Source: an optimization exercise on an open RTL-to-GDS flow (aim: small area, a short achievable clock period and few clock cycles). Production flows keep margins and buffers that such runs may drop. The RTL was checked by simulation tests, not by an equivalence proof against the original design. No activity file was given, so power comes from the tool's default toggle rates.

== maple ==
// axifull_dev
	module axifull_dev #
	(
		parameter integer C_S00_AXI_ID_WIDTH	= 8,
		parameter integer C_S00_AXI_DATA_WIDTH	= 128,
		parameter integer C_S00_AXI_ADDR_WIDTH	= 8,
		parameter integer C_S00_AXI_AWUSER_WIDTH	= 0,
		parameter integer C_S00_AXI_ARUSER_WIDTH	= 0,
		parameter integer C_S00_AXI_WUSER_WIDTH	= 0,
		parameter integer C_S00_AXI_RUSER_WIDTH	= 0,
		parameter integer C_S00_AXI_BUSER_WIDTH	= 0
	)
	(
		input wire  s00_axi_aclk,
		input wire  s00_axi_aresetn,
		input wire [C_S00_AXI_ID_WIDTH-1 : 0] s00_axi_awid,
		input wire [C_S00_AXI_ADDR_WIDTH-1 : 0] s00_axi_awaddr,
		input wire [7 : 0] s00_axi_awlen,
		input wire [2 : 0] s00_axi_awsize,
		input wire [1 : 0] s00_axi_awburst,
		input wire  s00_axi_awlock,
		input wire [3 : 0] s00_axi_awcache,
		input wire [2 : 0] s00_axi_awprot,
		input wire [3 : 0] s00_axi_awqos,
		input wire [3 : 0] s00_axi_awregion,
		input wire  s00_axi_awvalid,
		output wire  s00_axi_awready,
		input wire [C_S00_AXI_DATA_WIDTH-1 : 0] s00_axi_wdata,
		input wire [(C_S00_AXI_DATA_WIDTH/8)-1 : 0] s00_axi_wstrb,
		input wire  s00_axi_wlast,
		input wire  s00_axi_wvalid,
		output wire  s00_axi_wready,
		output wire [C_S00_AXI_ID_WIDTH-1 : 0] s00_axi_bid,
		output wire [1 : 0] s00_axi_bresp,
		output wire  s00_axi_bvalid,
		input wire  s00_axi_bready,
		input wire [C_S00_AXI_ID_WIDTH-1 : 0] s00_axi_arid,
		input wire [C_S00_AXI_ADDR_WIDTH-1 : 0] s00_axi_araddr,
		input wire [7 : 0] s00_axi_arlen,
		input wire [2 : 0] s00_axi_arsize,
		input wire [1 : 0] s00_axi_arburst,
		input wire  s00_axi_arlock,
		input wire [3 : 0] s00_axi_arcache,
		input wire [2 : 0] s00_axi_arprot,
		input wire [3 : 0] s00_axi_arqos,
		input wire [3 : 0] s00_axi_arregion,
		input wire  s00_axi_arvalid,
		output wire  s00_axi_arready,
		output wire [C_S00_AXI_ID_WIDTH-1 : 0] s00_axi_rid,
		output wire [C_S00_AXI_DATA_WIDTH-1 : 0] s00_axi_rdata,
		output wire [1 : 0] s00_axi_rresp,
		output wire  s00_axi_rlast,
		output wire  s00_axi_rvalid,
		input wire  s00_axi_rready
	);
Size: ~3800 cells after synthesis, roughly 2200 flip-flops, about 57000 µm² of cells after synthesis.
==> flow/config.mk <==
export PLATFORM = sky130hd
export DESIGN_NAME = axifull_dev
export DESIGN_NICKNAME = axifull_dev
export VERILOG_FILES = /design/flow/design.v
export SDC_FILE = /design/flow/constraint.sdc
export NUM_CORES = 4
export LEC_CHECK = 0
export CAP_MARGIN = 20
export CORE_MARGIN = 2
export CORE_UTILIZATION = 45
export CTS_CLUSTER_DIAMETER = 100
export CTS_CLUSTER_SIZE = 25
export PLACE_DENSITY = 0.6
export SETUP_SLACK_MARGIN = 2.5
export SLEW_MARGIN = 20
export TNS_END_PERCENT = 5
==> flow/constraint.sdc <==
create_clock -name core_clock -period 5.0 [get_ports {s00_axi_aclk}]
set_input_delay 1.0000 -clock core_clock [delete_from_list [all_inputs] [get_ports {s00_axi_aclk}]]
set_output_delay 1.0000 -clock core_clock [all_outputs]
set_load 0.01 [all_outputs]
standard.sh (not shown) runs the stock make flow with config.mk's settings and CLKGATE_MAP_FILE= SYNTH_SCRIPT=/design/flow/synth_recipe.tcl, a recipe that flattens the netlist after the stock synthesis.
==> flow/flow/run.sh <==
#!/bin/bash
# The standard layout, with plain buf_1 cells as the port buffers
# (buffer_ports otherwise picks clkdlybuf4s50_1, a larger delay cell).
set -euo pipefail
export BUFFER_PORTS_ARGS="-buffer_cell sky130_fd_sc_hd__buf_1"
bash standard.sh > standard.log 2>&1
Testbench counts of maple, summed over its fixed seeds: cycles 26,205.
Inputs modified between maple and amber:
Settings: removing TNS_END_PERCENT (formerly 5); setting CTS_BUF_LIST to sky130_fd_sc_hd__clkbuf_8 sky130_fd_sc_hd__clkbuf_16 for the first time.
Notes after the runs:
- amber reached the end of the flow, and the finished layout is clean on the timing, DRC and antenna checks.
- Delta (amber minus maple): power stayed essentially flat; worst hold margin fell by 12 ps; area growth from synthesis to layout went up 0.48 points; fraction of final layout cells sized beyond drive strength 1 increased by 2.0 points relative to the old numbers; power density over the cells now sits lower.
- Compared with maple, count of fill cells added during filler insertion in amber decreased slightly.
- | count of placed standard cells in the final layout, fillers left out | amber vs maple | ≈ equal |
- [compare] base=maple new=amber: number of placed cells counting well taps barely changed; amount of wire on met3 after detailed routing dropped 7.3%; total CTS buffers dropped about 1%.
diff inputs: amber => xenon
Settings: an added TNS_END_PERCENT of 0; a deleted CTS_BUF_LIST that had been sky130_fd_sc_hd__clkbuf_8 sky130_fd_sc_hd__clkbuf_16; a change of SETUP_SLACK_MARGIN from 2.5 to 2.65.
## What came out
- Critical path depth ends up lower on amber.
- s00_axi_wvalid as the critical path startpoint was reported by xenon, and s00_axi_awvalid by amber.
- Looking only at DRC violation total after the first TritonRoute iteration, and setting everything else aside, the lower value of xenon and amber goes to amber.
- The final reports for xenon and amber show data arrival time at the worst-slack endpoint higher in the former.
- Compared with amber, in xenon via count went up 0.54%; post-route core utilization now sits at about the same level; insertion delay to the later sink of the worst-skew pair flat; detailed-routed wire length on met3 lost 11%; flip-flop and latch share of the layout cell area ~0 delta.
- On met3 routing resource usage after global routing: between xenon and amber, it ends up higher for amber.
- Share of the final layout cell area in multi-input gates delta (amber -> xenon): insignificant
- On reported net switching power, xenon and amber are neck and neck.
The following lists how fjord was set up differently from xenon:
Settings: SETUP_SLACK_MARGIN changed from 2.65 to 2.7; TNS_END_PERCENT changed from 0 to 10.
Results
- After detailed routing, xenon needs less wire than fjord.
- Re max-capacitance violation count: no difference whatsoever between fjord and xenon.
- Setup WNS xenon -> fjord: better
- fjord against xenon: utilization after layout shows an increase of 0.74 points, peak supply drop picked up an extra 0.017 mV.
Input-level comparison between ember and fjord:
Settings: clearing TNS_END_PERCENT, which used to be 10; swapping 0.6 for 0.7 in PLACE_DENSITY; swapping 45 for 55 in CORE_UTILIZATION; swapping 2.7 for 2.5 in SETUP_SLACK_MARGIN.
[summary]
- For the combinational power, ember came in about 10% lower than fjord did.
- Across both runs, shortest clock period the worst path allows after layout was higher for ember than for fjord.
- On ember: setup slack is 100 ps lower than what fjord gave.
- Summary of the comparison: design area is lower in ember, relative to fjord.
- In ember, area growth from synthesis to layout is lower than in fjord.
- Looking at ratio of cells with drive above 1 in the final layout, ember sits 5.1 points below fjord.
Setup changes, ember to zinc
Settings: SETUP_SLACK_MARGIN now 2.6, was 2.5; PLACE_DENSITY now 0.6, was 0.7; CORE_UTILIZATION now 45, was 55; TNS_END_PERCENT now 10, previously not set.
==> flow/flow/run.sh <==
#!/bin/bash
# The standard layout, with plain buf_2 cells as the port buffers
# (buffer_ports otherwise picks clkdlybuf4s50_1, a larger delay cell).
set -euo pipefail
export BUFFER_PORTS_ARGS="-buffer_cell sky130_fd_sc_hd__buf_2"
bash standard.sh > standard.log 2>&1
- Higher met1 capacity usage during global routing was reported by ember, not zinc.
- Going from ember to zinc, sequential cell area share has decreased; growth of design area from synthesis to finish increased by 1.9 points relative to the old numbers; first-iteration DRC count went down; worst setup slack has increased; worst-path maximum fanout decreased 7.
- Overall routing resource usage is higher on ember
- zinc vs ember, final critical-path required period went down by 64 ps.
- zinc completed; timing, DRC and antenna clean
- Die area up about 22% in zinc wrt ember
- There was hardly any difference in area of the multi-input gates between ember and zinc.

---

try-lagoon:
axifull_dev again, from the RTL that the note above started with.
export LEC_CHECK = 0
export CAP_MARGIN = 20
export CORE_MARGIN = 2
export CORE_UTILIZATION = 45
export CTS_CLUSTER_DIAMETER = 100
export CTS_CLUSTER_SIZE = 25
export PLACE_DENSITY = 0.6
export SETUP_SLACK_MARGIN = 2.6
export SLEW_MARGIN = 20
export TNS_END_PERCENT = 10
create_clock -name core_clock -period 5.0 [get_ports {s00_axi_aclk}]
==> flow/flow/run.sh <==
#!/bin/bash
# The standard layout, with plain buf_4 cells as the port buffers
# (buffer_ports otherwise picks clkdlybuf4s50_1, a larger delay cell).
set -euo pipefail
export BUFFER_PORTS_ARGS="-buffer_cell sky130_fd_sc_hd__buf_4"
bash standard.sh > standard.log 2>&1
Testbench counts of try-lagoon, summed over its fixed seeds: cycles 26,205.
--- input diff try-lagoon..try-willow ---
Settings: removing TNS_END_PERCENT (formerly 10); changing SETUP_SLACK_MARGIN from 2.6 to 2.5.
==> flow/flow/run.sh <==
#!/bin/bash
# The standard layout, with plain buf_1 cells as the port buffers
# (buffer_ports otherwise picks clkdlybuf4s50_1, a larger delay cell).
set -euo pipefail
export BUFFER_PORTS_ARGS="-buffer_cell sky130_fd_sc_hd__buf_1"
bash standard.sh > standard.log 2>&1
Findings:
try-lagoon and try-willow ended up with nearly the same worst-skew pair later-pin latency. try-willow reached the final stage; the timing, DRC and antenna checks on its layout passed. Summary of the comparison: maximum number of pins on one net before global-route repair is higher in try-willow, relative to try-lagoon. Share of the final layout cell area in multi-input gates (try-willow over try-lagoon): increase, 0.38 points. Total chip power in try-willow is about 1.7% below try-lagoon. Average via count per standard cell: lower on try-willow. Comparing try-lagoon and try-willow, hold slack is lower on try-willow. Compared try-willow against try-lagoon; area fraction of clock buffers and clock inverters within noise. Going from try-lagoon to try-willow, number of clock buffers in the layout now larger, number of buffers added for setup after CTS now smaller, detailed-route via count now smaller.
Edits applied to the flow inputs when going from try-willow to try-violet:
Settings: SETUP_SLACK_MARGIN: 2.5 -> 2.8.
try-violet — total half-perimeter wirelength after legalization and detailed placement about 0.56% lower, try-willow as reference. Re non-clock buffer count: try-violet is about 50% up on try-willow. Note that the design area recorded for try-willow amounts to 0.947 times the value seen in try-violet. Compared with try-willow, try-violet shows a higher number of nets in the finished design.
The following lists how try-tundra was set up differently from try-violet:
Settings: changing SETUP_SLACK_MARGIN from 2.8 to 2.5.
==> flow/run.sh (new file) <==
#!/bin/bash
# synth_recipe.tcl (not shown) runs the flow's synth.tcl, then flattens the netlist and writes it again
# the make line also repeats each setting of config.mk as NAME=value (left out here)
make -C /OpenROAD-flow-scripts/flow DESIGN_CONFIG=/design/flow/config.mk WORK_HOME=/design/flow/orfs CLKGATE_MAP_FILE= SYNTH_SCRIPT=/design/flow/synth_recipe.tcl finish
removed: flow/flow/run.sh
removed: flow/standard.sh
[summary]
- On mean routed wirelength per cell, the higher figure sits with try-violet, not try-tundra.
- Summary of try-tundra over try-violet: reported net switching power decreased 4.3%; total power consumption of the routed design decreased about 3.3%.
- try-tundra reports its slowest stage cell on the critical path as clkdlybuf4s50_1 while try-violet reports buf_6.

==> afterwards: timing with drivers on the ports <==
The results above use ideal ports. As a check the final layouts listed here were re-extracted and re-timed, cells and wires unchanged.
Step 1 sets driving cells, clkbuf_16 on the clock port and buf_2 on the other inputs (assumed; they add their load-dependent delay and slew).
Step 2 moves the port delays by t, midway between the first and last clock arrival at a register: inputs arrive t later, outputs are due t later. That takes back most of the time a late clock gives input paths.
a / b / c = no drivers / after step 1 / after step 2; a / b = the first two.
run	t (ns)	setup WS [ns]	worst setup path at the end
maple	0.791	2.450 / 2.403 / 1.703	input to register
amber	0.800	2.525 / 2.470 / 1.823	input to register
xenon	0.792	2.514 / 2.476 / 1.774	input to register
fjord	0.802	2.582 / 2.550 / 1.811	input to register
ember	0.758	2.481 / 2.514 / 1.770	input to register
zinc	0.786	2.545 / 2.504 / 1.911	input to register
try-lagoon	0.794	2.540 / 2.509 / 1.801	input to register
try-willow	0.800	2.526 / 2.471 / 1.839	input to register
try-violet	0.803	2.607 / 2.548 / 2.010	input to register
try-tundra	0.777	2.504 / 2.516 / 1.759	input to register
After both steps every run listed still meets setup and hold. The setup slack of fjord, which loses most, moves by -0.032 ns with the drivers and by -0.771 ns with both steps.
